This is an optimization exercise on Yosys and OpenROAD, whose aim is small area, a short achievable clock period and few clock cycles, not a production implementation. RTL that was checked went through simulation tests only; none was proved equivalent to the original. The RTL of runs 2 and 3 was laid out without a check of its function. Power and IR drop assume default switching activity.

==> design/flow/design.v <==
package mp_types;
  typedef enum logic [1:0] {
    PREC_INT8  = 2'b00,
    PREC_FP16  = 2'b01,
    PREC_FP32  = 2'b10
  } prec_e;
  localparam int W_INT8 = 8;
  localparam int W_FP16 = 16;  
  localparam int W_FP32 = 32;  
  localparam int W_ACC_INT8 = 32;  
endpackage
module mul11_csa (
  input  logic [10:0] a,
  input  logic [10:0] b,
  output logic [21:0] s,
  output logic [21:0] c
);
  logic pp_0_0;
  logic pp_0_1;
  logic pp_0_2;
  logic pp_0_3;
  logic pp_0_4;
  logic pp_0_5;
  logic pp_0_6;
  logic pp_0_7;
  logic pp_0_8;
  logic pp_0_9;
  logic pp_0_10;
  logic pp_1_0;
  logic pp_1_1;
  logic pp_1_2;
  logic pp_1_3;
  logic pp_1_4;
  logic pp_1_5;
  logic pp_1_6;
  logic pp_1_7;
  logic pp_1_8;
  logic pp_1_9;
  logic pp_1_10;
  logic pp_2_0;
  logic pp_2_1;
  logic pp_2_2;
  logic pp_2_3;
  logic pp_2_4;
  logic pp_2_5;
  logic pp_2_6;
  logic pp_2_7;
  logic pp_2_8;
  logic pp_2_9;
  logic pp_2_10;
  logic pp_3_0;
  logic pp_3_1;
  logic pp_3_2;
  logic pp_3_3;
  logic pp_3_4;
  logic pp_3_5;
  logic pp_3_6;
  logic pp_3_7;
  logic pp_3_8;
  logic pp_3_9;
  logic pp_3_10;
  logic pp_4_0;
  logic pp_4_1;
  logic pp_4_2;
  logic pp_4_3;
  logic pp_4_4;
  logic pp_4_5;
  logic pp_4_6;
  logic pp_4_7;
  logic pp_4_8;
  logic pp_4_9;
  logic pp_4_10;
  logic pp_5_0;
  logic pp_5_1;
  logic pp_5_2;
  logic pp_5_3;
  logic pp_5_4;
  logic pp_5_5;
  logic pp_5_6;
  logic pp_5_7;
  logic pp_5_8;
  logic pp_5_9;
  logic pp_5_10;
  logic pp_6_0;
  logic pp_6_1;
  logic pp_6_2;
  logic pp_6_3;
  logic pp_6_4;
  logic pp_6_5;
  logic pp_6_6;
  logic pp_6_7;
  logic pp_6_8;
  logic pp_6_9;
  logic pp_6_10;
  logic pp_7_0;
  logic pp_7_1;
  logic pp_7_2;
  logic pp_7_3;
  logic pp_7_4;
  logic pp_7_5;
  logic pp_7_6;
  logic pp_7_7;
  logic pp_7_8;
  logic pp_7_9;
  logic pp_7_10;
  logic pp_8_0;
  logic pp_8_1;
  logic pp_8_2;
  logic pp_8_3;
  logic pp_8_4;
  logic pp_8_5;
  logic pp_8_6;
  logic pp_8_7;
  logic pp_8_8;
  logic pp_8_9;
  logic pp_8_10;
  logic pp_9_0;
  logic pp_9_1;
  logic pp_9_2;
  logic pp_9_3;
  logic pp_9_4;
  logic pp_9_5;
  logic pp_9_6;
  logic pp_9_7;
  logic pp_9_8;
  logic pp_9_9;
  logic pp_9_10;
  logic pp_10_0;
  logic pp_10_1;
  logic pp_10_2;
  logic pp_10_3;
  logic pp_10_4;
  logic pp_10_5;
  logic pp_10_6;
  logic pp_10_7;
  logic pp_10_8;
  logic pp_10_9;
  logic pp_10_10;
  logic hs0;
  logic hc0;
  logic fs1;
  logic fc1;
  logic hs2;
  logic hc2;
  logic fs3;
  logic fc3;
  logic hs4;
  logic hc4;
  logic fs5;
  logic fc5;
  logic hs6;
  logic hc6;
  logic fs7;
  logic fc7;
  logic hs8;
  logic hc8;
  logic fs9;
  logic fc9;
  logic fs10;
  logic fc10;
  logic hs11;
  logic hc11;
  logic fs12;
  logic fc12;
  logic fs13;
  logic fc13;
  logic fs14;
  logic fc14;
  logic fs15;
  logic fc15;
  logic fs16;
  logic fc16;
  logic fs17;
  logic fc17;
  logic fs18;
  logic fc18;
  logic fs19;
  logic fc19;
  logic fs20;
  logic fc20;
  logic fs21;
  logic fc21;
  logic fs22;
  logic fc22;
  logic fs23;
  logic fc23;
  logic fs24;
  logic fc24;
  logic fs25;
  logic fc25;
  logic fs26;
  logic fc26;
  logic fs27;
  logic fc27;
  logic fs28;
  logic fc28;
  logic fs29;
  logic fc29;
  logic hs30;
  logic hc30;
  logic fs31;
  logic fc31;
  logic hs32;
  logic hc32;
  logic fs33;
  logic fc33;
  logic fs34;
  logic fc34;
  logic fs35;
  logic fc35;
  logic fs36;
  logic fc36;
  logic fs37;
  logic fc37;
  logic fs38;
  logic fc38;
  logic fs39;
  logic fc39;
  logic fs40;
  logic fc40;
  logic fs41;
  logic fc41;
  logic fs42;
  logic fc42;
  logic fs43;
  logic fc43;
  logic fs44;
  logic fc44;
  logic fs45;
  logic fc45;
  logic fs46;
  logic fc46;
  logic fs47;
  logic fc47;
  logic fs48;
  logic fc48;
  logic fs49;
  logic fc49;
  logic fs50;
  logic fc50;
  logic fs51;
  logic fc51;
  logic fs52;
  logic fc52;
  logic fs53;
  logic fc53;
  logic fs54;
  logic fc54;
  logic fs55;
  logic fc55;
  logic hs56;
  logic hc56;
  logic fs57;
  logic fc57;
  logic fs58;
  logic fc58;
  logic fs59;
  logic fc59;
  logic fs60;
  logic fc60;
  logic fs61;
  logic fc61;
  logic fs62;
  logic fc62;
  logic fs63;
  logic fc63;
  logic fs64;
  logic fc64;
  logic fs65;
  logic fc65;
  logic fs66;
  logic fc66;
  logic fs67;
  logic fc67;
  logic fs68;
  logic fc68;
  logic fs69;
  logic fc69;
  logic fs70;
  logic fc70;
  logic fs71;
  logic fc71;
  logic hs72;
  logic hc72;
  logic fs73;
  logic fc73;
  logic fs74;
  logic fc74;
  logic fs75;
  logic fc75;
  logic fs76;
  logic fc76;
  logic fs77;
  logic fc77;
  logic fs78;
  logic fc78;
  logic fs79;
  logic fc79;
  logic fs80;
  logic fc80;
  logic fs81;
  logic fc81;
  logic fs82;
  logic fc82;
  logic fs83;
  logic fc83;
  logic fs84;
  logic fc84;
  logic fs85;
  logic fc85;
  logic fs86;
  logic fc86;
  logic fs87;
  logic fc87;
  logic fs88;
  logic fc88;
  logic fs89;
  logic fc89;
  assign pp_0_0 = a[0] & b[0];
  assign pp_0_1 = a[0] & b[1];
  assign pp_0_2 = a[0] & b[2];
  assign pp_0_3 = a[0] & b[3];
  assign pp_0_4 = a[0] & b[4];
  assign pp_0_5 = a[0] & b[5];
  assign pp_0_6 = a[0] & b[6];
  assign pp_0_7 = a[0] & b[7];
  assign pp_0_8 = a[0] & b[8];
  assign pp_0_9 = a[0] & b[9];
  assign pp_0_10 = a[0] & b[10];
  assign pp_1_0 = a[1] & b[0];
  assign pp_1_1 = a[1] & b[1];
  assign pp_1_2 = a[1] & b[2];
  assign pp_1_3 = a[1] & b[3];
  assign pp_1_4 = a[1] & b[4];
  assign pp_1_5 = a[1] & b[5];
  assign pp_1_6 = a[1] & b[6];
  assign pp_1_7 = a[1] & b[7];
  assign pp_1_8 = a[1] & b[8];
  assign pp_1_9 = a[1] & b[9];
  assign pp_1_10 = a[1] & b[10];
  assign pp_2_0 = a[2] & b[0];
  assign pp_2_1 = a[2] & b[1];
  assign pp_2_2 = a[2] & b[2];
  assign pp_2_3 = a[2] & b[3];
  assign pp_2_4 = a[2] & b[4];
  assign pp_2_5 = a[2] & b[5];
  assign pp_2_6 = a[2] & b[6];
  assign pp_2_7 = a[2] & b[7];
  assign pp_2_8 = a[2] & b[8];
  assign pp_2_9 = a[2] & b[9];
  assign pp_2_10 = a[2] & b[10];
  assign pp_3_0 = a[3] & b[0];
  assign pp_3_1 = a[3] & b[1];
  assign pp_3_2 = a[3] & b[2];
  assign pp_3_3 = a[3] & b[3];
  assign pp_3_4 = a[3] & b[4];
  assign pp_3_5 = a[3] & b[5];
  assign pp_3_6 = a[3] & b[6];
  assign pp_3_7 = a[3] & b[7];
  assign pp_3_8 = a[3] & b[8];
  assign pp_3_9 = a[3] & b[9];
  assign pp_3_10 = a[3] & b[10];
  assign pp_4_0 = a[4] & b[0];
  assign pp_4_1 = a[4] & b[1];
  assign pp_4_2 = a[4] & b[2];
  assign pp_4_3 = a[4] & b[3];
  assign pp_4_4 = a[4] & b[4];
  assign pp_4_5 = a[4] & b[5];
  assign pp_4_6 = a[4] & b[6];
  assign pp_4_7 = a[4] & b[7];
  assign pp_4_8 = a[4] & b[8];
  assign pp_4_9 = a[4] & b[9];
  assign pp_4_10 = a[4] & b[10];
  assign pp_5_0 = a[5] & b[0];
  assign pp_5_1 = a[5] & b[1];
  assign pp_5_2 = a[5] & b[2];
  assign pp_5_3 = a[5] & b[3];
  assign pp_5_4 = a[5] & b[4];
  assign pp_5_5 = a[5] & b[5];
  assign pp_5_6 = a[5] & b[6];
  assign pp_5_7 = a[5] & b[7];
  assign pp_5_8 = a[5] & b[8];
  assign pp_5_9 = a[5] & b[9];
  assign pp_5_10 = a[5] & b[10];
  assign pp_6_0 = a[6] & b[0];
  assign pp_6_1 = a[6] & b[1];
  assign pp_6_2 = a[6] & b[2];
  assign pp_6_3 = a[6] & b[3];
  assign pp_6_4 = a[6] & b[4];
  assign pp_6_5 = a[6] & b[5];
  assign pp_6_6 = a[6] & b[6];
  assign pp_6_7 = a[6] & b[7];
  assign pp_6_8 = a[6] & b[8];
  assign pp_6_9 = a[6] & b[9];
  assign pp_6_10 = a[6] & b[10];
  assign pp_7_0 = a[7] & b[0];
  assign pp_7_1 = a[7] & b[1];
  assign pp_7_2 = a[7] & b[2];
  assign pp_7_3 = a[7] & b[3];
  assign pp_7_4 = a[7] & b[4];
  assign pp_7_5 = a[7] & b[5];
  assign pp_7_6 = a[7] & b[6];
  assign pp_7_7 = a[7] & b[7];
  assign pp_7_8 = a[7] & b[8];
  assign pp_7_9 = a[7] & b[9];
  assign pp_7_10 = a[7] & b[10];
  assign pp_8_0 = a[8] & b[0];
  assign pp_8_1 = a[8] & b[1];
  assign pp_8_2 = a[8] & b[2];
  assign pp_8_3 = a[8] & b[3];
  assign pp_8_4 = a[8] & b[4];
  assign pp_8_5 = a[8] & b[5];
  assign pp_8_6 = a[8] & b[6];
  assign pp_8_7 = a[8] & b[7];
  assign pp_8_8 = a[8] & b[8];
  assign pp_8_9 = a[8] & b[9];
  assign pp_8_10 = a[8] & b[10];
  assign pp_9_0 = a[9] & b[0];
  assign pp_9_1 = a[9] & b[1];
  assign pp_9_2 = a[9] & b[2];
  assign pp_9_3 = a[9] & b[3];
  assign pp_9_4 = a[9] & b[4];
  assign pp_9_5 = a[9] & b[5];
  assign pp_9_6 = a[9] & b[6];
  assign pp_9_7 = a[9] & b[7];
  assign pp_9_8 = a[9] & b[8];
  assign pp_9_9 = a[9] & b[9];
  assign pp_9_10 = a[9] & b[10];
  assign pp_10_0 = a[10] & b[0];
  assign pp_10_1 = a[10] & b[1];
  assign pp_10_2 = a[10] & b[2];
  assign pp_10_3 = a[10] & b[3];
  assign pp_10_4 = a[10] & b[4];
  assign pp_10_5 = a[10] & b[5];
  assign pp_10_6 = a[10] & b[6];
  assign pp_10_7 = a[10] & b[7];
  assign pp_10_8 = a[10] & b[8];
  assign pp_10_9 = a[10] & b[9];
  assign pp_10_10 = a[10] & b[10];
  assign hs0 = pp_0_9 ^ pp_1_8;
  assign hc0 = pp_0_9 & pp_1_8;
  assign fs1 = pp_0_10 ^ pp_1_9 ^ pp_2_8;
  assign fc1 = (pp_0_10 & pp_1_9) | (pp_0_10 & pp_2_8) | (pp_1_9 & pp_2_8);
  assign hs2 = pp_3_7 ^ pp_4_6;
  assign hc2 = pp_3_7 & pp_4_6;
  assign fs3 = pp_1_10 ^ pp_2_9 ^ pp_3_8;
  assign fc3 = (pp_1_10 & pp_2_9) | (pp_1_10 & pp_3_8) | (pp_2_9 & pp_3_8);
  assign hs4 = pp_4_7 ^ pp_5_6;
  assign hc4 = pp_4_7 & pp_5_6;
  assign fs5 = pp_2_10 ^ pp_3_9 ^ pp_4_8;
  assign fc5 = (pp_2_10 & pp_3_9) | (pp_2_10 & pp_4_8) | (pp_3_9 & pp_4_8);
  assign hs6 = pp_0_6 ^ pp_1_5;
  assign hc6 = pp_0_6 & pp_1_5;
  assign fs7 = pp_0_7 ^ pp_1_6 ^ pp_2_5;
  assign fc7 = (pp_0_7 & pp_1_6) | (pp_0_7 & pp_2_5) | (pp_1_6 & pp_2_5);
  assign hs8 = pp_3_4 ^ pp_4_3;
  assign hc8 = pp_3_4 & pp_4_3;
  assign fs9 = pp_0_8 ^ pp_1_7 ^ pp_2_6;
  assign fc9 = (pp_0_8 & pp_1_7) | (pp_0_8 & pp_2_6) | (pp_1_7 & pp_2_6);
  assign fs10 = pp_3_5 ^ pp_4_4 ^ pp_5_3;
  assign fc10 = (pp_3_5 & pp_4_4) | (pp_3_5 & pp_5_3) | (pp_4_4 & pp_5_3);
  assign hs11 = pp_6_2 ^ pp_7_1;
  assign hc11 = pp_6_2 & pp_7_1;
  assign fs12 = pp_2_7 ^ pp_3_6 ^ pp_4_5;
  assign fc12 = (pp_2_7 & pp_3_6) | (pp_2_7 & pp_4_5) | (pp_3_6 & pp_4_5);
  assign fs13 = pp_5_4 ^ pp_6_3 ^ pp_7_2;
  assign fc13 = (pp_5_4 & pp_6_3) | (pp_5_4 & pp_7_2) | (pp_6_3 & pp_7_2);
  assign fs14 = pp_8_1 ^ pp_9_0 ^ hs0;
  assign fc14 = (pp_8_1 & pp_9_0) | (pp_8_1 & hs0) | (pp_9_0 & hs0);
  assign fs15 = pp_5_5 ^ pp_6_4 ^ pp_7_3;
  assign fc15 = (pp_5_5 & pp_6_4) | (pp_5_5 & pp_7_3) | (pp_6_4 & pp_7_3);
  assign fs16 = pp_8_2 ^ pp_9_1 ^ pp_10_0;
  assign fc16 = (pp_8_2 & pp_9_1) | (pp_8_2 & pp_10_0) | (pp_9_1 & pp_10_0);
  assign fs17 = hc0 ^ fs1 ^ hs2;
  assign fc17 = (hc0 & fs1) | (hc0 & hs2) | (fs1 & hs2);
  assign fs18 = pp_6_5 ^ pp_7_4 ^ pp_8_3;
  assign fc18 = (pp_6_5 & pp_7_4) | (pp_6_5 & pp_8_3) | (pp_7_4 & pp_8_3);
  assign fs19 = pp_9_2 ^ pp_10_1 ^ fc1;
  assign fc19 = (pp_9_2 & pp_10_1) | (pp_9_2 & fc1) | (pp_10_1 & fc1);
  assign fs20 = hc2 ^ fs3 ^ hs4;
  assign fc20 = (hc2 & fs3) | (hc2 & hs4) | (fs3 & hs4);
  assign fs21 = pp_5_7 ^ pp_6_6 ^ pp_7_5;
  assign fc21 = (pp_5_7 & pp_6_6) | (pp_5_7 & pp_7_5) | (pp_6_6 & pp_7_5);
  assign fs22 = pp_8_4 ^ pp_9_3 ^ pp_10_2;
  assign fc22 = (pp_8_4 & pp_9_3) | (pp_8_4 & pp_10_2) | (pp_9_3 & pp_10_2);
  assign fs23 = fc3 ^ hc4 ^ fs5;
  assign fc23 = (fc3 & hc4) | (fc3 & fs5) | (hc4 & fs5);
  assign fs24 = pp_3_10 ^ pp_4_9 ^ pp_5_8;
  assign fc24 = (pp_3_10 & pp_4_9) | (pp_3_10 & pp_5_8) | (pp_4_9 & pp_5_8);
  assign fs25 = pp_6_7 ^ pp_7_6 ^ pp_8_5;
  assign fc25 = (pp_6_7 & pp_7_6) | (pp_6_7 & pp_8_5) | (pp_7_6 & pp_8_5);
  assign fs26 = pp_9_4 ^ pp_10_3 ^ fc5;
  assign fc26 = (pp_9_4 & pp_10_3) | (pp_9_4 & fc5) | (pp_10_3 & fc5);
  assign fs27 = pp_4_10 ^ pp_5_9 ^ pp_6_8;
  assign fc27 = (pp_4_10 & pp_5_9) | (pp_4_10 & pp_6_8) | (pp_5_9 & pp_6_8);
  assign fs28 = pp_7_7 ^ pp_8_6 ^ pp_9_5;
  assign fc28 = (pp_7_7 & pp_8_6) | (pp_7_7 & pp_9_5) | (pp_8_6 & pp_9_5);
  assign fs29 = pp_5_10 ^ pp_6_9 ^ pp_7_8;
  assign fc29 = (pp_5_10 & pp_6_9) | (pp_5_10 & pp_7_8) | (pp_6_9 & pp_7_8);
  assign hs30 = pp_0_4 ^ pp_1_3;
  assign hc30 = pp_0_4 & pp_1_3;
  assign fs31 = pp_0_5 ^ pp_1_4 ^ pp_2_3;
  assign fc31 = (pp_0_5 & pp_1_4) | (pp_0_5 & pp_2_3) | (pp_1_4 & pp_2_3);
  assign hs32 = pp_3_2 ^ pp_4_1;
  assign hc32 = pp_3_2 & pp_4_1;
  assign fs33 = pp_2_4 ^ pp_3_3 ^ pp_4_2;
  assign fc33 = (pp_2_4 & pp_3_3) | (pp_2_4 & pp_4_2) | (pp_3_3 & pp_4_2);
  assign fs34 = pp_5_1 ^ pp_6_0 ^ hs6;
  assign fc34 = (pp_5_1 & pp_6_0) | (pp_5_1 & hs6) | (pp_6_0 & hs6);
  assign fs35 = pp_5_2 ^ pp_6_1 ^ pp_7_0;
  assign fc35 = (pp_5_2 & pp_6_1) | (pp_5_2 & pp_7_0) | (pp_6_1 & pp_7_0);
  assign fs36 = hc6 ^ fs7 ^ hs8;
  assign fc36 = (hc6 & fs7) | (hc6 & hs8) | (fs7 & hs8);
  assign fs37 = pp_8_0 ^ fc7 ^ hc8;
  assign fc37 = (pp_8_0 & fc7) | (pp_8_0 & hc8) | (fc7 & hc8);
  assign fs38 = fs9 ^ fs10 ^ hs11;
  assign fc38 = (fs9 & fs10) | (fs9 & hs11) | (fs10 & hs11);
  assign fs39 = fc9 ^ fc10 ^ hc11;
  assign fc39 = (fc9 & fc10) | (fc9 & hc11) | (fc10 & hc11);
  assign fs40 = fs12 ^ fs13 ^ fs14;
  assign fc40 = (fs12 & fs13) | (fs12 & fs14) | (fs13 & fs14);
  assign fs41 = fc12 ^ fc13 ^ fs15;
  assign fc41 = (fc12 & fc13) | (fc12 & fs15) | (fc13 & fs15);
  assign fs42 = fs16 ^ fc14 ^ fs17;
  assign fc42 = (fs16 & fc14) | (fs16 & fs17) | (fc14 & fs17);
  assign fs43 = fc15 ^ fc16 ^ fs18;
  assign fc43 = (fc15 & fc16) | (fc15 & fs18) | (fc16 & fs18);
  assign fs44 = fc17 ^ fs19 ^ fs20;
  assign fc44 = (fc17 & fs19) | (fc17 & fs20) | (fs19 & fs20);
  assign fs45 = fc18 ^ fs21 ^ fs22;
  assign fc45 = (fc18 & fs21) | (fc18 & fs22) | (fs21 & fs22);
  assign fs46 = fc19 ^ fc20 ^ fs23;
  assign fc46 = (fc19 & fc20) | (fc19 & fs23) | (fc20 & fs23);
  assign fs47 = fc21 ^ fc22 ^ fs24;
  assign fc47 = (fc21 & fc22) | (fc21 & fs24) | (fc22 & fs24);
  assign fs48 = fs25 ^ fc23 ^ fs26;
  assign fc48 = (fs25 & fc23) | (fs25 & fs26) | (fc23 & fs26);
  assign fs49 = pp_10_4 ^ fc24 ^ fc25;
  assign fc49 = (pp_10_4 & fc24) | (pp_10_4 & fc25) | (fc24 & fc25);
  assign fs50 = fs27 ^ fs28 ^ fc26;
  assign fc50 = (fs27 & fs28) | (fs27 & fc26) | (fs28 & fc26);
  assign fs51 = pp_8_7 ^ pp_9_6 ^ pp_10_5;
  assign fc51 = (pp_8_7 & pp_9_6) | (pp_8_7 & pp_10_5) | (pp_9_6 & pp_10_5);
  assign fs52 = fc27 ^ fc28 ^ fs29;
  assign fc52 = (fc27 & fc28) | (fc27 & fs29) | (fc28 & fs29);
  assign fs53 = pp_6_10 ^ pp_7_9 ^ pp_8_8;
  assign fc53 = (pp_6_10 & pp_7_9) | (pp_6_10 & pp_8_8) | (pp_7_9 & pp_8_8);
  assign fs54 = pp_9_7 ^ pp_10_6 ^ fc29;
  assign fc54 = (pp_9_7 & pp_10_6) | (pp_9_7 & fc29) | (pp_10_6 & fc29);
  assign fs55 = pp_7_10 ^ pp_8_9 ^ pp_9_8;
  assign fc55 = (pp_7_10 & pp_8_9) | (pp_7_10 & pp_9_8) | (pp_8_9 & pp_9_8);
  assign hs56 = pp_0_3 ^ pp_1_2;
  assign hc56 = pp_0_3 & pp_1_2;
  assign fs57 = pp_2_2 ^ pp_3_1 ^ pp_4_0;
  assign fc57 = (pp_2_2 & pp_3_1) | (pp_2_2 & pp_4_0) | (pp_3_1 & pp_4_0);
  assign fs58 = pp_5_0 ^ hc30 ^ fs31;
  assign fc58 = (pp_5_0 & hc30) | (pp_5_0 & fs31) | (hc30 & fs31);
  assign fs59 = fc31 ^ hc32 ^ fs33;
  assign fc59 = (fc31 & hc32) | (fc31 & fs33) | (hc32 & fs33);
  assign fs60 = fc33 ^ fs35 ^ fc34;
  assign fc60 = (fc33 & fs35) | (fc33 & fc34) | (fs35 & fc34);
  assign fs61 = fc35 ^ fc36 ^ fs37;
  assign fc61 = (fc35 & fc36) | (fc35 & fs37) | (fc36 & fs37);
  assign fs62 = fc37 ^ fc38 ^ fs39;
  assign fc62 = (fc37 & fc38) | (fc37 & fs39) | (fc38 & fs39);
  assign fs63 = fc39 ^ fs41 ^ fc40;
  assign fc63 = (fc39 & fs41) | (fc39 & fc40) | (fs41 & fc40);
  assign fs64 = fc41 ^ fs43 ^ fc42;
  assign fc64 = (fc41 & fs43) | (fc41 & fc42) | (fs43 & fc42);
  assign fs65 = fc43 ^ fs45 ^ fc44;
  assign fc65 = (fc43 & fs45) | (fc43 & fc44) | (fs45 & fc44);
  assign fs66 = fc45 ^ fs47 ^ fc46;
  assign fc66 = (fc45 & fs47) | (fc45 & fc46) | (fs47 & fc46);
  assign fs67 = fc47 ^ fs49 ^ fc48;
  assign fc67 = (fc47 & fs49) | (fc47 & fc48) | (fs49 & fc48);
  assign fs68 = fs51 ^ fc49 ^ fs52;
  assign fc68 = (fs51 & fc49) | (fs51 & fs52) | (fc49 & fs52);
  assign fs69 = fc51 ^ fs53 ^ fc52;
  assign fc69 = (fc51 & fs53) | (fc51 & fc52) | (fs53 & fc52);
  assign fs70 = pp_10_7 ^ fc53 ^ fs55;
  assign fc70 = (pp_10_7 & fc53) | (pp_10_7 & fs55) | (fc53 & fs55);
  assign fs71 = pp_8_10 ^ pp_9_9 ^ pp_10_8;
  assign fc71 = (pp_8_10 & pp_9_9) | (pp_8_10 & pp_10_8) | (pp_9_9 & pp_10_8);
  assign hs72 = pp_0_2 ^ pp_1_1;
  assign hc72 = pp_0_2 & pp_1_1;
  assign fs73 = pp_2_1 ^ pp_3_0 ^ hs56;
  assign fc73 = (pp_2_1 & pp_3_0) | (pp_2_1 & hs56) | (pp_3_0 & hs56);
  assign fs74 = hc56 ^ fs57 ^ hs30;
  assign fc74 = (hc56 & fs57) | (hc56 & hs30) | (fs57 & hs30);
  assign fs75 = fc57 ^ hs32 ^ fs58;
  assign fc75 = (fc57 & hs32) | (fc57 & fs58) | (hs32 & fs58);
  assign fs76 = fc58 ^ fs59 ^ fs34;
  assign fc76 = (fc58 & fs59) | (fc58 & fs34) | (fs59 & fs34);
  assign fs77 = fc59 ^ fs36 ^ fs60;
  assign fc77 = (fc59 & fs36) | (fc59 & fs60) | (fs36 & fs60);
  assign fs78 = fs38 ^ fc60 ^ fs61;
  assign fc78 = (fs38 & fc60) | (fs38 & fs61) | (fc60 & fs61);
  assign fs79 = fc61 ^ fs62 ^ fs40;
  assign fc79 = (fc61 & fs62) | (fc61 & fs40) | (fs62 & fs40);
  assign fs80 = fc62 ^ fs42 ^ fs63;
  assign fc80 = (fc62 & fs42) | (fc62 & fs63) | (fs42 & fs63);
  assign fs81 = fs44 ^ fc63 ^ fs64;
  assign fc81 = (fs44 & fc63) | (fs44 & fs64) | (fc63 & fs64);
  assign fs82 = fs46 ^ fc64 ^ fs65;
  assign fc82 = (fs46 & fc64) | (fs46 & fs65) | (fc64 & fs65);
  assign fs83 = fs48 ^ fc65 ^ fs66;
  assign fc83 = (fs48 & fc65) | (fs48 & fs66) | (fc65 & fs66);
  assign fs84 = fs50 ^ fc66 ^ fs67;
  assign fc84 = (fs50 & fc66) | (fs50 & fs67) | (fc66 & fs67);
  assign fs85 = fs68 ^ fc50 ^ fc67;
  assign fc85 = (fs68 & fc50) | (fs68 & fc67) | (fc50 & fc67);
  assign fs86 = fs54 ^ fc68 ^ fs69;
  assign fc86 = (fs54 & fc68) | (fs54 & fs69) | (fc68 & fs69);
  assign fs87 = fs70 ^ fc54 ^ fc69;
  assign fc87 = (fs70 & fc54) | (fs70 & fc69) | (fc54 & fc69);
  assign fs88 = fs71 ^ fc55 ^ fc70;
  assign fc88 = (fs71 & fc55) | (fs71 & fc70) | (fc55 & fc70);
  assign fs89 = pp_9_10 ^ pp_10_9 ^ fc71;
  assign fc89 = (pp_9_10 & pp_10_9) | (pp_9_10 & fc71) | (pp_10_9 & fc71);
  assign s[0] = pp_0_0;
  assign c[0] = 1'b0;
  assign s[1] = pp_0_1;
  assign c[1] = pp_1_0;
  assign s[2] = hs72;
  assign c[2] = pp_2_0;
  assign s[3] = hc72;
  assign c[3] = fs73;
  assign s[4] = fc73;
  assign c[4] = fs74;
  assign s[5] = fc74;
  assign c[5] = fs75;
  assign s[6] = fc75;
  assign c[6] = fs76;
  assign s[7] = fc76;
  assign c[7] = fs77;
  assign s[8] = fc77;
  assign c[8] = fs78;
  assign s[9] = fc78;
  assign c[9] = fs79;
  assign s[10] = fc79;
  assign c[10] = fs80;
  assign s[11] = fc80;
  assign c[11] = fs81;
  assign s[12] = fc81;
  assign c[12] = fs82;
  assign s[13] = fc82;
  assign c[13] = fs83;
  assign s[14] = fc83;
  assign c[14] = fs84;
  assign s[15] = fc84;
  assign c[15] = fs85;
  assign s[16] = fc85;
  assign c[16] = fs86;
  assign s[17] = fc86;
  assign c[17] = fs87;
  assign s[18] = fc87;
  assign c[18] = fs88;
  assign s[19] = fc88;
  assign c[19] = fs89;
  assign s[20] = fc89;
  assign c[20] = pp_10_10;
  assign s[21] = 1'b0;
  assign c[21] = 1'b0;
endmodule
module pfx_add #(parameter int W = 8) (
  input  logic [W-1:0] a,
  input  logic [W-1:0] b,
  input  logic         cin,
  output logic [W-1:0] s,
  output logic         cout
);
  localparam int L = $clog2(W);
  logic [(L+1)*W-1:0] g, p;
  logic [W-1:0] p0;
  assign p0 = a ^ b;
  assign g[W-1:0] = (a & b) | {{(W-1){1'b0}}, p0[0] & cin};
  assign p[W-1:0] = p0;
  genvar l, i;
  generate
    for (l = 0; l < L; l++) begin : lv
      for (i = 0; i < W; i++) begin : bt
        if ((i >> l) & 1) begin : cmb
          assign g[(l+1)*W+i] = g[l*W+i] | (p[l*W+i] & g[l*W+((i>>l)<<l)-1]);
          assign p[(l+1)*W+i] = p[l*W+i] & p[l*W+((i>>l)<<l)-1];
        end else begin : pass
          assign g[(l+1)*W+i] = g[l*W+i];
          assign p[(l+1)*W+i] = p[l*W+i];
        end
      end
    end
  endgenerate
  assign s    = p0 ^ {g[L*W +: W-1], cin};
  assign cout = g[L*W+W-1];
endmodule
module pfx_inc #(parameter int W = 8) (
  input  logic [W-1:0] x,
  output logic [W:0]   s
);
  logic [W:0] c;    
  assign c[0] = 1'b1;
  genvar i;
  generate
    for (i = 1; i <= W; i++) begin : cy
      assign c[i] = &x[i-1:0];
    end
  endgenerate
  assign s = {1'b0, x} ^ c;
endmodule
module fp16_mul_a (
  input  logic [15:0] a,
  input  logic [15:0] b,
  output logic [23:0] r
);
  logic        a_max, b_max, a_zero, b_zero, a_nan, b_nan, nan, inf, zero;
  logic [21:0] ts, tc, p;
  logic [5:0]  e0;
  mul11_csa u_tree (.a({1'b1, a[9:0]}), .b({1'b1, b[9:0]}), .s(ts), .c(tc));
  pfx_add #(.W(22)) u_cpa (.a(ts), .b(tc), .cin(1'b0), .s(p), .cout());
  always_comb begin
    a_max  = &a[14:10];
    b_max  = &b[14:10];
    a_zero = ~|a[14:10];
    b_zero = ~|b[14:10];
    a_nan  = a_max & (|a[9:0]);
    b_nan  = b_max & (|b[9:0]);
    nan    = a_nan | b_nan | (a_max & b_zero) | (a_zero & b_max);
    inf    = ~nan & (a_max | b_max);
    zero   = ~nan & ~inf & (a_zero | b_zero);
    e0     = {1'b0, a[14:10]} + {1'b0, b[14:10]};
    r      = {nan, inf, zero, a[15] ^ b[15], e0, |p[8:0], p[21:9]};
  end
endmodule
module fp16_mul_b (
  input  logic [23:0] r,
  output logic [15:0] y
);
  logic        nan, inf, zero, s, st_lo;
  logic [5:0]  e0;
  logic [21:9] p;
  logic        hi, st_hi, inc_lo, inc_hi, ovf;
  logic [10:0] mant;
  logic [11:0] mant_p1, mant_r;
  logic [6:0]  em15, em14, em13, ef;
  assign {nan, inf, zero, s, e0, st_lo, p} = r;
  assign mant = p[21] ? p[21:11] : p[20:10];
  pfx_inc #(.W(11)) u_inc (.x(mant), .s(mant_p1));
  always_comb begin
    hi     = p[21];
    st_hi  = st_lo | p[9];
    inc_lo = p[9]  & (st_lo | p[10]);
    inc_hi = p[10] & (st_hi | p[11]);
    mant_r = (hi ? inc_hi : inc_lo) ? mant_p1 : {1'b0, mant};
    ovf = mant_r[11];
    em15 = {1'b0, e0} - 7'd15;
    em14 = {1'b0, e0} - 7'd14;
    em13 = {1'b0, e0} - 7'd13;
    case ({hi, ovf})
      2'b00:   ef = em15;
      2'b11:   ef = em13;
      default: ef = em14;
    endcase
    if (nan)
      y = 16'h7e00;
    else if (inf)
      y = {s, 5'h1f, 10'h0};
    else if (zero || (hi ? e0 < 6'd15 : e0 < 6'd16))
      y = {s, 15'h0};
    else if (!ef[6] && ef >= 7'd31)
      y = {s, 5'h1f, 10'h0};
    else
      y = {s, ef[4:0], mant_r[9:0]};
  end
endmodule
module fp16_mul (
  input  logic [15:0] a,
  input  logic [15:0] b,
  output logic [15:0] y
);
  logic [23:0] r;
  fp16_mul_a u_a (.a(a), .b(b), .r(r));
  fp16_mul_b u_b (.r(r), .y(y));
endmodule
module fp16_add_align (
  input  logic [15:0] a,
  input  logic [15:0] b,
  output logic [23:0] r
);
  logic        ge, swap, sx, sy, sub;
  logic [4:0]  ex, ey, d, d_ab, d_ba;
  logic        a_zero, b_zero;
  logic        a_nan, b_nan, a_inf, b_inf, nan, inf, zs;
  logic [13:0] ma, mb, mx, my, my_sh, lost;
  logic        sticky;
  logic [14:0] sum;
  pfx_add #(.W(15)) u_cmp (.a(a[14:0]), .b(~b[14:0]), .cin(1'b1), .s(), .cout(ge));
  pfx_add #(.W(15)) u_add (.a({1'b0, mx}), .b({1'b0, my_sh} ^ {15{sub}}), .cin(sub), .s(sum), .cout());
  always_comb begin
    a_zero = ~|a[14:10];
    b_zero = ~|b[14:10];
    a_nan  = (&a[14:10]) & (|a[9:0]);
    b_nan  = (&b[14:10]) & (|b[9:0]);
    a_inf  = (&a[14:10]) & ~(|a[9:0]);
    b_inf  = (&b[14:10]) & ~(|b[9:0]);
    nan    = a_nan | b_nan | (a_inf & b_inf & (a[15] ^ b[15]));
    inf    = a_inf | b_inf;
    zs     = a_zero & b_zero & a[15] & b[15];
    ma   = a_zero ? 14'h0 : {1'b1, a[9:0], 3'b000};
    mb   = b_zero ? 14'h0 : {1'b1, b[9:0], 3'b000};
    d_ab = a[14:10] - b[14:10];
    d_ba = b[14:10] - a[14:10];
    swap = ~ge;
    sub  = a[15] ^ b[15];
    if (swap) begin
      sx = b[15]; ex = b[14:10]; mx = mb; my = ma; d = d_ba;
    end else begin
      sx = a[15]; ex = a[14:10]; mx = ma; my = mb; d = d_ab;
    end
    lost = my & ~(14'h3fff << d);
    if (d >= 5'd14) begin
      my_sh  = 14'h0;
      sticky = |my;
    end else begin
      my_sh  = my >> d;
      sticky = |lost;
    end
    my_sh[0] = my_sh[0] | sticky;
    r = {nan, inf, zs, sx, ex, sum};
  end
endmodule
module fp16_add_norm (
  input  logic [23:0] r,
  output logic [15:0] y
);
  logic        nan, inf, zs, sx;
  logic [4:0]  ex;
  logic [14:0] sum;
  logic [13:0] n;
  logic [3:0]  lz;
  logic [10:0] mant;
  logic        g, st, inc, uf;
  logic [11:0] mant_p1, mant_r;
  logic [5:0]  e;
  pfx_inc #(.W(11)) u_inc (.x(mant), .s(mant_p1));
  always_comb begin
    {nan, inf, zs, sx, ex, sum} = r;
    lz = 4'd0;
    for (int q = 0; q <= 13; q++)
      if (sum[q]) lz = 4'(13 - q);
    if (sum[14]) begin
      n  = {sum[14:2], sum[1] | sum[0]};
      e  = {1'b0, ex} + 6'd1;
      uf = 1'b0;
    end else begin
      n  = sum[13:0] << lz;
      e  = {1'b0, ex} - {2'b00, lz};
      uf = {1'b0, lz} >= ex;
    end
    mant   = n[13:3];
    g      = n[2];
    st     = n[1] | n[0];
    inc    = g & (st | mant[0]);
    mant_r = inc ? mant_p1 : {1'b0, mant};
    e      = e + {5'b0, mant_r[11]};
    if (nan)
      y = 16'h7e00;
    else if (inf)
      y = {sx, 5'h1f, 10'h0};
    else if (sum == 15'h0)
      y = {zs, 15'h0};
    else if (uf)
      y = {sx, 15'h0};
    else if (e >= 6'd31)
      y = {sx, 5'h1f, 10'h0};
    else
      y = {sx, e[4:0], mant_r[9:0]};
  end
endmodule
module gemm_controller (
  input  logic        clk,
  input  logic        rstn,
  input  logic        start,
  input  logic [15:0] M, K, Ncols,
  output logic        done,
  output logic [13:0] addr_A,
  input  logic [31:0] data_A,
  output logic [13:0] addr_B,
  input  logic [31:0] data_B,
  output logic [13:0] addr_C,
  output logic [31:0] data_C,
  output logic        we_C
);
  logic [14:0] n_q;
  logic [13:0] k_q;
  logic        busy, pre, ph, gnew;
  logic [1:0]  bub;                 
  logic [13:0] kl;                  
  logic [13:0] alt_A, alt_B;        
  logic [13:0] col, rb0;            
  logic [14:0] rows_left;           
  logic        more;                
  logic        b_c1v, b_r1v, b_re, b_fin;    
  logic        col_end1, col_end2, c1v, lastcol, r1v, lastrow;
  logic        k_is1, kl_is2, go, issue, s0, s1, s0_new, stop, load0, load1, klast;
  logic [13:0] col_p1, rb1;
  logic        f0_k0, f0_kl;
  logic [5:1]  k0_p;                
  logic        adr_ph, d_ph;        
  logic [4:0]  info [0:5];          
  logic        q1, q2, q3;          
  logic        w_c1v, w_r1v, w_re, w_fin;
  logic [13:0] wbase, wrow;         
  logic [15:0] a0_r, a1_r, b_r, b1_r;
  logic [23:0] pm0, pm0_c, pm1, pm1_c, mid0, mid0_c, mid1, mid1_c;
  logic [15:0] prod0, prod0_c, prod1, prod1_c, acc0, acc1, y0, y1, acc0_in, acc1_in, dc;
  assign col_p1   = col + 14'd1;
  assign col_end1 = {1'b0, col_p1} == n_q;             
  assign col_end2 = ({1'b0, col_p1} + 15'd1) == n_q;   
  assign c1v      = !col_end1;
  assign lastcol  = col_end1 || col_end2;
  assign r1v      = rows_left != 15'd1;
  assign lastrow  = (rows_left == 15'd1) || (rows_left == 15'd2);
  assign rb1      = rb0 + k_q;
  assign k_is1    = (k_q == 14'd1);
  assign kl_is2   = (kl == 14'd2);
  assign go     = !busy && start;
  assign issue  = busy && !pre && (bub == 2'd0);
  assign s0     = issue && !ph;
  assign s1     = issue && ph;
  assign s0_new = s0 && gnew;
  assign stop   = s0_new && !more;
  assign load0  = s0_new && more;
  assign load1  = s1 && f0_k0;
  assign klast  = gnew ? k_is1 : kl_is2;      
  always_ff @(posedge clk) begin
    if (!rstn) busy <= 1'b0;
    else if (go) busy <= 1'b1;
    else if (stop) busy <= 1'b0;
  end
  always_ff @(posedge clk) begin
    n_q <= Ncols[14:0];
    k_q <= K[13:0];
    pre <= go;
    if (!busy) begin
      rows_left <= M[14:0];
      ph <= 1'b0; gnew <= 1'b1; more <= 1'b1; bub <= 2'd0;
      col <= '0; rb0 <= '0;
    end else begin
      if (bub != 2'd0) bub <= bub - 2'd1;
      if (issue) ph <= ~ph;
      if (s0) begin
        f0_k0 <= gnew;
        f0_kl <= klast;
        kl    <= gnew ? k_q : kl - 14'd1;
      end
      if (load0) begin
        gnew <= 1'b0;
        b_c1v <= c1v; b_r1v <= r1v; b_re <= lastcol; b_fin <= lastcol && lastrow;
      end else if (s1 && f0_kl) begin
        gnew <= 1'b1;
        if (k_is1) bub <= 2'd2;
      end
      if (load1) begin
        if (lastcol) begin
          col <= '0;
          rb0 <= rb0 + {k_q[12:0], 1'b0};
          rows_left <= rows_left - 15'd2;
          if (lastrow) more <= 1'b0;
        end else
          col <= col + 14'd2;
      end
    end
    if (load0) begin
      addr_A <= rb0; addr_B <= col;
    end else if (load1) begin
      addr_A <= rb1; addr_B <= col_p1;
    end else if (issue) begin
      addr_A <= alt_A; addr_B <= alt_B;
    end
    alt_A <= addr_A + 14'd1;
    alt_B <= addr_B + n_q[13:0];
  end
  always_ff @(posedge clk) begin
    adr_ph <= issue && ph;
    d_ph   <= adr_ph;
    k0_p <= {k0_p[4:1], f0_k0};
  end
  always_ff @(posedge clk) begin
    if (!rstn) begin
      for (int i = 0; i <= 5; i++) info[i] <= '0;
      q1 <= 1'b0; q2 <= 1'b0; q3 <= 1'b0;
      we_C <= 1'b0; done <= 1'b0;
    end else begin
      if (s0 && !stop && klast)
        info[0] <= gnew ? {1'b1, c1v, r1v, lastcol, lastcol && lastrow}
                        : {1'b1, b_c1v, b_r1v, b_re, b_fin};
      else
        info[0] <= '0;
      for (int i = 1; i <= 5; i++) info[i] <= info[i-1];
      q1 <= info[5][4]; q2 <= q1; q3 <= q2;
      we_C <= info[5][4] | (q1 & w_r1v) | (q2 & w_c1v) | (q3 & w_r1v & w_c1v);
      done <= q3 & w_fin;
    end
  end
  always_ff @(posedge clk) begin
    if (info[5][4]) begin
      {w_c1v, w_r1v, w_re, w_fin} <= info[5][3:0];
    end
    if (!rstn || (q3 && w_fin)) begin
      wbase <= '0; wrow <= '0;
    end else if (q3) begin
      if (w_re) begin
        wbase <= wrow + {n_q[12:0], 1'b0};
        wrow  <= wrow + {n_q[12:0], 1'b0};
      end else
        wbase <= wbase + 14'd2;
    end
  end
  always_ff @(posedge clk) begin
    if (info[5][4])   addr_C <= wbase;
    else if (q1)      addr_C <= wbase + n_q[13:0];
    else if (q2)      addr_C <= wbase + 14'd1;
    else if (q3)      addr_C <= wbase + n_q[13:0] + 14'd1;
  end
  always_ff @(posedge clk) begin
    if (!d_ph) a0_r <= data_A[15:0];
    else       a1_r <= data_A[15:0];
    b_r  <= data_B[15:0];
    b1_r <= b_r;
  end
  fp16_mul_a u_m0a (.a(a0_r), .b(b_r),  .r(pm0_c));
  fp16_mul_b u_m0b (.r(pm0), .y(prod0_c));
  fp16_mul_a u_m1a (.a(a1_r), .b(b1_r), .r(pm1_c));
  fp16_mul_b u_m1b (.r(pm1), .y(prod1_c));
  assign acc0_in = {acc0[15] & ~k0_p[4], acc0[14:10] & {5{~k0_p[4]}}, acc0[9:0]};
  assign acc1_in = {acc1[15] & ~k0_p[5], acc1[14:10] & {5{~k0_p[5]}}, acc1[9:0]};
  fp16_add_align u_al0 (.a(acc0_in), .b(prod0),  .r(mid0_c));
  fp16_add_norm  u_nr0 (.r(mid0), .y(y0));
  fp16_add_align u_al1 (.a(acc1_in), .b(prod1), .r(mid1_c));
  fp16_add_norm  u_nr1 (.r(mid1), .y(y1));
  always_ff @(posedge clk) begin
    pm0    <= pm0_c;
    pm1    <= pm1_c;
    prod0  <= prod0_c;
    prod1  <= prod1_c;
    mid0   <= mid0_c;
    mid1   <= mid1_c;
    acc0   <= y0;
    acc1   <= y1;
    if (q1)      dc <= y1;
    else if (q2) dc <= acc0;
    else if (q3) dc <= acc1;
    else         dc <= y0;
  end
  assign data_C = {16'h0000, dc};
endmodule
==> design/flow/flow/run.sh <==
#!/bin/bash
# The standard layout, with the port buffers made of sky130_fd_sc_hd__buf_2
# (ORFS's buffer_ports otherwise picks clkdlybuf4s50_1, a slow delay cell).
set -euo pipefail
export BUFFER_PORTS_ARGS="-buffer_cell sky130_fd_sc_hd__buf_2"
bash standard.sh > standard.log 2>&1
==> design/flow/standard.sh <==
#!/bin/bash
# synth_recipe.tcl (not shown) runs the flow's synth.tcl, then flattens the netlist and writes it again
# the make line also repeats each setting of config.mk as NAME=value (left out here)
make -C /OpenROAD-flow-scripts/flow DESIGN_CONFIG=/design/flow/config.mk WORK_HOME=/design/flow/orfs CLKGATE_MAP_FILE= SYNTH_SCRIPT=/design/flow/synth_recipe.tcl "${@:-finish}"
==> design/flow/config.mk <==
export PLATFORM = sky130hd
export DESIGN_NAME = gemm_controller
export DESIGN_NICKNAME = gemm_controller
export VERILOG_FILES = /design/flow/design.v
export SDC_FILE = /design/flow/constraint.sdc
export NUM_CORES = 4
export LEC_CHECK = 0
export CAP_MARGIN = 20
export CORE_MARGIN = 2
export CORE_UTILIZATION = 40
export PLACE_DENSITY = 0.6
export SLEW_MARGIN = 20
==> design/flow/constraint.sdc <==
create_clock -name core_clock -period 30.0 [get_ports {clk}]
set_input_delay 6.0000 -clock core_clock [delete_from_list [all_inputs] [get_ports {clk}]]
set_output_delay 6.0000 -clock core_clock [all_outputs]
set_load 0.01 [all_outputs]
==> results of run 1 <==
-- cell usage in the layout (no fill, tap or decap), types with 162 or more instances in the layout --
cell,synthesis,final
ha_1,245,245
fa_1,184,184
dfxtp_1,366,366
nand2_1,401,400
xnor2_1,162,162
inv_1,335,334
a21oi_1,231,231
and2_1,170,170
nor2_1,298,297
o21ai_0,190,190
-- per-layer routing --
layer / vias to the layer above / track usage
met5: - / 0
met3: 95 / 0.0233
met1: 13200 / 0.279
met4: 0 / 0.0444
met2: 685 / 0.315
li1: 13800 / -
-- flip-flops by register name, indices dropped and copies added (netlist names), 24 cells and up --
name	count
mid1	24
pm0	24
mid0	24
pm1	24
info	30
-- final cells by class --
cell class | instances | area [µm²] | share of cell area
Clock inverter | 37 | 507 | 0.0132
Multi-Input combinational cell | 2981 | 22200 | 0.577
Clock buffer | 65 | 1440 | 0.0375
Timing Repair Buffer | 160 | 856 | 0.0222
Inverter | 348 | 1310 | 0.0340
Tap cell | 1155 | 1450 | 0.0376
Sequential cell | 479 | 10700 | 0.279
-- kinds of logic (layout without fill, tap and decap cells) --
| family | after synthesis | in the layout |
|---|---|---|
| and+or+nand+nor | 1331 | 1331 |
| AOI/OAI and AO/OA | 831 | 831 |
| buffers and inverters | 538 | 610 |
| DFF | 479 | 479 |
| adders and majority gates | 429 | 429 |
| xor gates and xnor gates | 249 | 249 |
| muxes | 125 | 125 |
| other | 1 | 16 |
-- worst paths after layout --
| kind | depth (start not counted) | slack [ns] | end |
|---|---|---|---|
| worst min register to register | 0 | 0.33 | k0_p[2]$_DFF_P_ |
| worst min-delay path | 0 | 0.33 | k0_p[2]$_DFF_P_ |
| worst max-delay path | 25 | 22.52 | mid0[9]$_DFF_P_ |
| worst max register to register | 25 | 22.52 | mid0[9]$_DFF_P_ |
-- metrics by stage --
step                      total power (W)  instances  cell area (µm²)  hold slack, ns  worst slack [ns]
after floorplan                   0.00255       3998            35000           0.310             23.33
after global placement            0.00304       5123            36500           0.313             22.34
after detailed placement          0.00305       5123            36500           0.312             22.33
after CTS                         0.00378       5225            38500           0.327             22.57
after global routing              0.00411       5225            38500           0.335             21.84
final                             0.00378       5225            38500           0.328             22.52
-- critical path, stage by stage, from the launching register on --
cell and delay [ns]:
dfxtp_1 0.46, nand2b_1 0.21, inv_1 0.06, ha_1 0.83, nand2_1 0.15, o211ai_1 0.26
a41oi_1 0.20, a21oi_4 0.59, buf_4 0.46, mux2i_1 0.83, nor2_1 0.09, or3_1 0.37
o21ai_0 0.14, a21oi_1 0.12, o22ai_1 0.20, nand2_1 0.09, xnor2_1 0.32, ha_1 0.30
and4_1 0.22, o211ai_1 0.09, mux2i_1 0.11, or2_2 0.32, a21oi_1 0.22, o21bai_1 0.12
fa_1 0.43, xor2_1 0.17
-- where the power goes --
group | total [W] | internal [W] | switching, W
clock network | 0.000713 | 0.000426 | 0.000287
logic | 0.00207 | 0.000860 | 0.00121
registers | 0.000990 | 0.000812 | 0.000178
total | 0.00378 | 0.00210 | 0.00168
==> summary.txt, run 1 <==
Run status
  • Status: timing/DRC/antenna clean

Critical path
  • Critical path origin: k0_p[4]$_DFF_P_
  • WS Path Type: register to register
  • CP arrival: 7.99 ns
  • WP data required: 30.51 ns
  • CP Launch Type: register
  • Setup crit end kind: register
  • Worst r2r src: k0_p[4]$_DFF_P_
  • CP max FO: 33

Place
  • I/O Buffers: 138
  • Post-DP HPWL: 65500 µm
  • Gpl congestion: 0.903

Pwr
  • Maximum vdd drop: 0.0674 mV
  • Leakage Power: 16.6 nW
  • Power Density: 98.1 mW/mm²

Final layout
  • Post-route core utilization: 0.444
  • Layout cell share with drive strength beyond 1: 0.0894
  • Filler Cell Count: 8421
  • N_diodes: 0
  • Area delta synth->final: 10.1%
  • Final net count: 4568

Synthesis
  • Syn_area_per_cell: 8.77 µm²
  • Warnings, synthesis: 6
  • Count leader, synth: nand2_1
  • Post-synth EDFFs: 113
  • Post-Synth Simple-Gate Area: 0.184
  • Area leader, netlist: dfxtp_1
  • Yosys top cell area share: 0.210
  • Yosys reg bits: 479
  • XOR/XNOR Fraction of Synth Area: 0.0626
  • Post-synthesis compound-gate area fraction: 0.152
  • Post-Synth Adder-Cell Area: 0.193
  • Mapped Cells: 3983
  • Synth Flop Type: dfxtp_1
  • Asr flop ratio synth: 0
  • Largest family of logic cells by synthesized area: adder cells
  • Mux share of post-synthesis cell area: 0.0416
  • Cell Area, Synth: 0.0349 mm²
  • Sequential share of the synthesized area: 0.307
  • Commonest cells post-synth: 401 x nand2_1, 366 x dfxtp_1, 335 x inv_1, 298 x nor2_1, 245 x ha_1
  • Unique masters post-synth: 100
  • Largest cells by area after synthesis: dfxtp_1 21%, fa_1 11%, edfxtp_1 9.7%

Clock tree
  • Sink Count: 479
  • Num CTS Buffers: 54
  • H-Tree Depth: 2
  • Post-cts hold buffer count: 0
  • Worst-path clk slew: 0.06 ns
  • Post-cts resize count: 0
  • Postcts setup bufs: 0
  • CTS tree: yes
  • Worst-skew pair later-pin latency: 0.64 ns
  • CTS Buffer Depth: 3
  • CTS root buffer: clkbuf_16

STA
  • Setup TNS: 0 ns
  • Final Setup Violations: 0
  • Worst slew pin tran: 1.06 ns
  • Crit share post-route: 0.249
  • Final Hold Vio Count: 0
  • RSZ-0062 raised after global routing: false
  • Clock period minus worst slack: 7.48 ns
  • Fmax: 134 MHz
  • Final Max Tran Viols: 0
  • Slew margin rel.: 0.287
  • Clock Skews: 0.0545 ns

Drt
  • Met2 WL: 39900 µm
  • DR top layer: met4
  • DR vias/cell: 5.31
  • WL met1: 41800 µm
  • WL/cell: 16.8 µm
  • Vias: 27800
  • DR WL met3: 4510 µm
  • First-pass iteration count of the detailed router: 7
  • Drt drc: 0
  • Final wirelength: 87700 µm
  • Antenna viol nets, final: 0
  • DRT iter0 DRCs: 1787

GRT
  • Gr ovfl total: 0
  • First-pass GRT wire length: 143000 µm
  • Vias in the first global route: 26800
  • Initial antenna violation count: 1
  • Largest net degree at the start of global routing: 49
  • Total Routing Usage GR: 0.195

Worst hold path
  • Hold Path Origin: k0_p[1]$_DFF_P_
  • HP Class: register to register

Die
  • Core area: 0.0866 mm²
  • IO Count: 191
  • DIE AREA: 0.0897 mm²
  • Core Rows: 108
  • Initial Util: 0.403
  • Die Wd: 300 µm
  • Chip Height: 300 µm

Flow run
  • Max Cap Violations: 0
Testbench counts, summed over its fixed seeds: cycles 38,586.
==> inputs of run 2 (changes only) <==
--- a/design/flow/design.v
+++ b/design/flow/design.v
@@ -907,3 +907,5 @@
   logic        adr_ph, d_ph;        
-  logic [4:0]  info [0:5];          
+  logic [5:0]  la;                  
+  logic [3:0]  slot0, slot1;        
+  logic        wp, rp;              
   logic        q1, q2, q3;          
@@ -988,3 +990,3 @@
     if (!rstn) begin
-      for (int i = 0; i <= 5; i++) info[i] <= '0;
+      la <= '0; wp <= 1'b0; rp <= 1'b0;
       q1 <= 1'b0; q2 <= 1'b0; q3 <= 1'b0;
@@ -992,10 +994,7 @@
     end else begin
-      if (s0 && !stop && klast)
-        info[0] <= gnew ? {1'b1, c1v, r1v, lastcol, lastcol && lastrow}
-                        : {1'b1, b_c1v, b_r1v, b_re, b_fin};
-      else
-        info[0] <= '0;
-      for (int i = 1; i <= 5; i++) info[i] <= info[i-1];
-      q1 <= info[5][4]; q2 <= q1; q3 <= q2;
-      we_C <= info[5][4] | (q1 & w_r1v) | (q2 & w_c1v) | (q3 & w_r1v & w_c1v);
+      la <= {la[4:0], s0 && !stop && klast};
+      if (s0 && !stop && klast) wp <= ~wp;
+      if (la[5]) rp <= ~rp;
+      q1 <= la[5]; q2 <= q1; q3 <= q2;
+      we_C <= la[5] | (q1 & w_r1v) | (q2 & w_c1v) | (q3 & w_r1v & w_c1v);
       done <= q3 & w_fin;
@@ -1004,4 +1003,10 @@
   always_ff @(posedge clk) begin
-    if (info[5][4]) begin
-      {w_c1v, w_r1v, w_re, w_fin} <= info[5][3:0];
+    if (s0 && !stop && klast) begin
+      if (wp) slot1 <= gnew ? {c1v, r1v, lastcol, lastcol && lastrow} : {b_c1v, b_r1v, b_re, b_fin};
+      else    slot0 <= gnew ? {c1v, r1v, lastcol, lastcol && lastrow} : {b_c1v, b_r1v, b_re, b_fin};
+    end
+  end
+  always_ff @(posedge clk) begin
+    if (la[5]) begin
+      {w_c1v, w_r1v, w_re, w_fin} <= rp ? slot1 : slot0;
     end
@@ -1018,3 +1023,3 @@
   always_ff @(posedge clk) begin
-    if (info[5][4])   addr_C <= wbase;
+    if (la[5])        addr_C <= wbase;
     else if (q1)      addr_C <= wbase + n_q[13:0];
--- a/design/flow/config.mk
+++ b/design/flow/config.mk
@@ -9,4 +9,4 @@
 export CORE_MARGIN = 2
-export CORE_UTILIZATION = 40
-export PLACE_DENSITY = 0.6
+export CORE_UTILIZATION = 60
+export PLACE_DENSITY = 0.8
 export SLEW_MARGIN = 20
==> run 2 against run 1 <==
Still clean; combinational power rose by 2%; non-clock buffer count is 1 higher; sequential power is 0.8% lower; core utilization up 21 points; worst setup slack gained 0.11 ns; wire length fell by 4.6%; largest cell class unchanged.
==> summary.txt, run 2 <==
Critical path
  • CP max FO: 6 (-82%)
  • R2R depth: 28 (+12%)
  • R2R setup slack: 23.10 ns (+0.58 ns)
  • Max incr delay on CP: 0.54 ns (-0.29 ns)
  • CP Cell Sequence: buf_2
  • WP depth: 1 (-96%)
  • CP max-delay cell: edfxtp_1
  • Worst r2r src: k0_p[5]$_DFF_P_
  • CP endpoint: addr_A[0]
  • Worst Path Buf+Inv: 1 (-1)
  • CP arrival: 1.37 ns (-6.62 ns)
  • Worst r2r dst: mid1[9]$_DFF_P_
  • CP top delay family: flip-flops
  • CP Launch Type: register
  • Setup crit end kind: output pin
  • WS Path Type: register to output pin
  • Critical path origin: addr_A[0]$_SDFFCE_PP0P_
  • WP data required: 24.00 ns (-6.51 ns)

Clock tree
  • Sink Count: 465 (-2.9%)
  • Worst-path clk slew: 0.06 ns (about the same)
  • CTS Buffer Depth: 3 (unchanged)
  • Postcts setup bufs: 0 (unchanged)
  • Post-cts resize count: 0 (unchanged)
  • Worst-skew pair later-pin latency: 0.61 ns (-0.03 ns)
  • H-Tree Depth: 2 (unchanged)
  • Post-cts hold buffer count: 0 (unchanged)
  • CTS tree: yes
  • Num CTS Buffers: 51 (-5.6%)
  • CTS root buffer: clkbuf_16

Die
  • Initial Util: 0.610 (+0.206)
  • Core Rows: 87 (-19%)
  • Chip Height: 244 µm (-19%)
  • IO Count: 191 (unchanged)
  • DIE AREA: 0.0596 mm² (-34%)
  • Core area: 0.0567 mm² (-35%)
  • Die Wd: 244 µm (-19%)

Pwr
  • Maximum vdd drop: 0.0654 mV (-3.0%)
  • Internal power: 0.00203 W (-3.0%)
  • Switching fraction of total power: 0.454 (+0.00934)
  • Clock power share: 0.167 (-0.022)
  • Combinational fraction of design power: 0.569 (+0.020)
  • Leakage Power: 16.2 nW (-2.6%)
  • Power Density: 99.7 mW/mm² (+1.6%)
  • Sequential power share: 0.264 (+0.002)
  • Psw: 0.00169 W (+0.70%)

STA
  • Slew margin rel.: 0.299 (+0.0124)
  • Worst slew pin tran: 1.05 ns (-0.0131 ns)
  • Final Hold Vio Count: 0 (unchanged)
  • Final Setup Violations: 0 (unchanged)
  • Clock period minus worst slack: 7.37 ns (-0.113 ns)
  • Crit share post-route: 0.246 (-0.00376)
  • Final Max Tran Viols: 0 (unchanged)
  • Clock Skews: 0.0178 ns (-0.0367 ns)
  • Fmax: 136 MHz (+1.5%)
  • Setup TNS: 0 ns (unchanged)
  • RSZ-0062 raised after global routing: false
  • Final hold slack: 0.326 ns (-0.00184 ns)

Final layout
  • Post-route core utilization: 0.659 (+0.215)
  • N_diodes: 0 (unchanged)
  • Final net count: 4509 (-1.3%)
  • Layout cell share with drive strength beyond 1: 0.0846 (-0.00485)
  • Area delta synth->final: 8.04%
  • Commonest non-fill, non-tap cell in the layout: nand2_1
  • Most frequent cells in the layout: 374 x nand2_1, 342 x inv_1, 342 x dfxtp_1
  • Layout Cells excl Fill: 4764 (-8.8%)

Synthesis
  • Warnings, synthesis: 5 (-1)
  • Synth Flop Type: dfxtp_1
  • Sequential share of the synthesized area: 0.304 (-0.00261)
  • Mapped Cells: 3928 (-1.4%)
  • Commonest cells post-synth: 374 x nand2_1, 344 x dfxtp_1, 342 x inv_1, 294 x nor2_1, 245 x ha_1
  • Largest cells by area after synthesis: dfxtp_1 20%, fa_1 11%, edfxtp_1 11%
  • Syn_area_per_cell: 8.80 µm² (+0.36%)
  • Yosys top cell area share: 0.199 (-0.0106)
  • Unique masters post-synth: 89 (-11%)
  • Cell Area, Synth: 0.0346 mm² (-1.0%)
  • Yosys reg bits: 465 (-2.9%)
  • Area leader, netlist: dfxtp_1
  • Asr flop ratio synth: 0 (unchanged)
  • Count leader, synth: nand2_1
  • Post-synth EDFFs: 121 (+7.1%)

Drt
  • First-pass iteration count of the detailed router: 8 (+1)
  • WL/cell: 17.6 µm (+4.6%)
  • Drt drc: 0 (unchanged)
  • DRT iter0 DRCs: 2594 (+45%)
  • Final wirelength: 83700 µm (-4.6%)
  • DR vias/cell: 5.96 (+12%)
  • Vias: 28400 (+2.2%)
  • Antenna viol nets, final: 0 (unchanged)

Place
  • Gpl congestion: 0.928 (+2.7%)
  • I/O Buffers: 138 (unchanged)
  • Cell count after placement: 4668 (-8.9%)
  • Post-DP HPWL: 61300 µm (-6.4%)

Worst hold path
  • HP Class: register to register

GRT
  • Initial antenna violation count: 0 (-1)
  • Gr ovfl total: 0 (unchanged)
  • Vias in the first global route: 27200 (+1.5%)
  • Largest net degree at the start of global routing: 59 (+20%)
  • Total Routing Usage GR: 0.279 (+0.0840)
  • First-pass GRT wire length: 137000 µm (-4.5%)

Run status
  • Status: timing/DRC/antenna clean

Flow run
  • Max Cap Violations: 0 (unchanged)
## run 2: worst min path at each step
| stage | startpoint | to | cells after the start |
|---|---|---|---|
| 2_1_floorplan | adr_ph$_DFF_P_ | d_ph$_DFF_P_ | 0 |
| 3_3_place_gp | k0_p[2]$_DFF_P_ | k0_p[3]$_DFF_P_ | 0 |
| 3_5_place_dp | k0_p[1]$_DFF_P_ | k0_p[2]$_DFF_P_ | 0 |
| 4_1_cts | k0_p[1]$_DFF_P_ | k0_p[2]$_DFF_P_ | 0 |
| 5_1_grt | k0_p[1]$_DFF_P_ | k0_p[2]$_DFF_P_ | 0 |
| 6_report | k0_p[1]$_DFF_P_ | k0_p[2]$_DFF_P_ | 0 |
## run 2: layout make-up
cell class / instances / area, µm²
multi-input cells: 2938 / 22000
fillers: 4564 / 19400
flip-flops and latches: 465 / 10500
clock buffers: 64 / 1410
inverters: 348 / 1310
well taps: 756 / 946
repair buffers: 161 / 863
clock inverters: 32 / 280
## run 2: power by group through the flow
stage	logic, W	clock network, W	registers [W]
final	0.00212	0.000623	0.000982
after global routing	0.00236	0.000659	0.000998
after floorplan	0.00167	0	0.000902
after detailed placement	0.00207	0	0.000984
after global placement	0.00202	0	0.000981
after CTS	0.00209	0.000632	0.000973
## run 2: cells by family (layout without fill, tap and decap cells)
group / count (synthesis) / in the layout / synth area share
buffers and inverters: 540 / 605 / 0.0605
adders and majority gates: 429 / 429 / 0.195
other: 1 / 16 / 0.000108
muxes: 142 / 142 / 0.0482
xor gates and xnor gates: 259 / 259 / 0.0658
AOI/OAI and AO/OA: 801 / 801 / 0.147
DFF: 465 / 465 / 0.304
and+or+nand+nor: 1291 / 1291 / 0.179
## run 2: metrics by stage
stage	setup slack (ns)	area [µm²]	power [W]
global placement	22.55	35700	0.00300
finish	22.63	37400	0.00372
global route	22.43	37400	0.00402
detailed placement	22.56	35700	0.00305
floorplan	23.41	34600	0.00257
CTS	22.62	37400	0.00369
## run 2: metal layers
| metal | GRT usage | vias to the layer above | share of wire | routed length [µm] |
|---|---|---|---|---|
| li1 | - | 13600 | - | - |
| met1 | 0.383 | 13500 | 0.43 | 36300 |
| met2 | 0.451 | 1100 | 0.45 | 38100 |
| met3 | 0.0449 | 180 | 0.080 | 6690 |
| met4 | 0.0936 | 0 | 0.031 | 2560 |
| met5 | 0 | - | 0 | 0 |
==> inputs of run 3 (changes only) <==
--- a/design/flow/config.mk
+++ b/design/flow/config.mk
@@ -9,4 +9,4 @@
 export CORE_MARGIN = 2
-export CORE_UTILIZATION = 60
-export PLACE_DENSITY = 0.8
+export CORE_UTILIZATION = 40
+export PLACE_DENSITY = 0.6
 export SLEW_MARGIN = 20
==> run 3 against run 2 <==
Register-to-register slack worse by 0.18 ns; sequential cell count unchanged; global-route usage fell by 8.4 points; critical path depth did not move; first-iteration DRC count down 20%; maximum frequency increased by 0.82%; core utilization fell by 21 points; wire length grew 4.9%; largest power group unchanged; via count shrank 3.7%; highest routed layer unchanged; clock skew grew 0.039 ns; cell count is 8.2% higher; sequential power barely moved; still clean.
==> summary.txt, run 3 <==
Critical path
  • CP arrival: 1.31 ns (-0.06 ns)
  • WP data required: 24.00 ns (about the same)
  • CP top delay family: flip-flops
  • Critical path origin: addr_A[0]$_SDFFCE_PP0P_
  • CP Cell Sequence: buf_2
  • Worst r2r dst: mid1[9]$_DFF_P_
  • R2R setup slack: 22.92 ns (-0.18 ns)
  • R2R depth: 28 (unchanged)
  • CP max-delay cell: edfxtp_1
  • CP max FO: 6 (unchanged)
  • Setup crit end kind: output pin
  • CP Launch Type: register
  • Worst r2r src: k0_p[5]$_DFF_P_

Drt
  • DRT iter0 DRCs: 2067 (-20%)
  • DR vias/cell: 5.30 (-11%)
  • Final wirelength: 87800 µm (+4.9%)
  • Vias: 27300 (-3.7%)
  • WL/cell: 17.0 µm (-3.1%)
  • Antenna viol nets, final: 0 (unchanged)

Pwr
  • Leakage Power: 16.3 nW (+0.19%)
  • Internal power: 0.00204 W (+0.44%)
  • Maximum vdd drop: 0.0565 mV (-14%)
  • Combinational fraction of design power: 0.562 (-0.007)
  • Switching fraction of total power: 0.455 (+0.00159)
  • Power Density: 98.8 mW/mm² (-0.85%)
  • Psw: 0.00171 W (+1.1%)
  • Sequential power share: 0.263 (about the same)
  • Clock power share: 0.176 (+0.009)

GRT
  • Largest net degree at the start of global routing: 58 (-1.7%)
  • First-pass GRT wire length: 142000 µm (+3.7%)
  • Total Routing Usage GR: 0.195 (-0.0839)
  • Vias in the first global route: 26300 (-3.3%)
  • Initial antenna violation count: 2 (+2)

Synthesis
  • Cell Area, Synth: 0.0346 mm² (unchanged)
  • Synth Flop Type: dfxtp_1
  • Warnings, synthesis: 5 (unchanged)
  • Mapped Cells: 3928 (unchanged)
  • Area leader, netlist: dfxtp_1
  • Sequential share of the synthesized area: 0.304 (unchanged)
  • Asr flop ratio synth: 0 (unchanged)
  • Syn_area_per_cell: 8.80 µm² (unchanged)
  • Unique masters post-synth: 89 (unchanged)
  • Largest cells by area after synthesis: dfxtp_1 20%, fa_1 11%, edfxtp_1 11%
  • Yosys reg bits: 465 (unchanged)

Final layout
  • Layout Cells excl Fill: 5157 (+8.2%)
  • Area of the multi-input gates: 0.0220 mm² (about the same)
  • Area delta synth->final: 9.78%
  • Commonest non-fill, non-tap cell in the layout: nand2_1
  • Layout cell share with drive strength beyond 1: 0.0847 (+0.000165)
  • Most frequent cells in the layout: 374 x nand2_1, 342 x inv_1, 342 x dfxtp_1

STA
  • Worst slew pin tran: 1.05 ns (+0.00182 ns)
  • Fmax: 137 MHz (+0.82%)
  • RSZ-0062 raised after global routing: false
  • Setup TNS: 0 ns (unchanged)
  • Final Setup Violations: 0 (unchanged)

Clock tree
  • Worst-skew pair later-pin latency: 0.64 ns (+0.03 ns)
  • H-Tree Depth: 2 (unchanged)
  • CTS Buffer Depth: 3 (unchanged)
  • Post-cts hold buffer count: 0 (unchanged)
  • Num CTS Buffers: 53 (+3.9%)
  • CTS root buffer: clkbuf_16
  • Worst-path clk slew: 0.06 ns (about the same)

Worst hold path
  • HP Class: register to register
  • Hold Path Origin: k0_p[1]$_DFF_P_

Run status
  • Status: timing/DRC/antenna clean

Die
  • Core area: 0.0854 mm² (+51%)
  • IO Count: 191 (unchanged)
  • Die Wd: 298 µm (+22%)
  • Core Rows: 107 (+23%)

Place
  • I/O Buffers: 138 (unchanged)
  • Post-DP HPWL: 65500 µm (+6.7%)
## run 3: cells by family after synthesis
group / count (synthesis) / share of synthesized area
muxes: 142 / 0.0482
AOI/OAI and AO/OA: 801 / 0.147
adders and majority gates: 429 / 0.195
xor gates and xnor gates: 259 / 0.0658
buffers and inverters: 540 / 0.0605
other: 1 / 0.000108
DFF: 465 / 0.304
and+or+nand+nor: 1291 / 0.179
## run 3: routing by layer
metal  track usage  wire (µm)  vias up
li1              -          -    13600
met1         0.277      42100    13000
met2         0.314      39700      605
met3        0.0249       4160      112
met4        0.0500       1890        0
met5             0          0        -
## run 3: power by group through the flow
stage          combinational (W)  sequential (W)  clock [W]
2_1_floorplan            0.00167        0.000902          0
3_3_place_gp             0.00207        0.000993          0
3_5_place_dp             0.00209        0.000992          0
4_1_cts                  0.00210        0.000980   0.000679
5_1_grt                  0.00238         0.00100   0.000702
6_report                 0.00211        0.000985   0.000659
## run 3: how the worst min path moves through the flow
stage | endpoint | slack (ns) | depth (start not counted)
after floorplan | d_ph$_DFF_P_ | 0.31 | 0
after global placement | k0_p[3]$_DFF_P_ | 0.31 | 0
after detailed placement | k0_p[3]$_DFF_P_ | 0.31 | 0
after CTS | k0_p[2]$_DFF_P_ | 0.30 | 0
after global routing | k0_p[2]$_DFF_P_ | 0.32 | 0
final | k0_p[2]$_DFF_P_ | 0.30 | 0
## run 3: through the flow
step           setup slack, ns  utilization  hold WS (ns)  area, µm²  total power (W)
3_3_place_gp             22.48        0.423         0.312      36200          0.00306
6_report                 22.69        0.444         0.304      38000          0.00375
3_5_place_dp             22.45        0.423         0.312      36200          0.00308
4_1_cts                  22.63        0.444         0.300      38000          0.00376
5_1_grt                  22.24        0.444         0.318      38000          0.00408
2_1_floorplan            23.41            -         0.310      34600          0.00257
## run 3: area by class of cell
type / instances / area share
Antenna cell: 1 / 0.0000659
Tap cell: 1144 / 0.0377
Inverter: 348 / 0.0344
Clock inverter: 39 / 0.0101
Multi-Input combinational cell: 2938 / 0.581
Clock buffer: 61 / 0.0370
Timing Repair Buffer: 161 / 0.0227
Sequential cell: 465 / 0.277

Re-timed with assumed drivers on the ports (clkbuf_16 on the clock, buf_2 on other inputs), run 3 has 22.625 ns of setup slack against 22.689 ns with ideal ports, and 22.390 ns once port delays also move by the mid clock arrival of 0.678 ns.
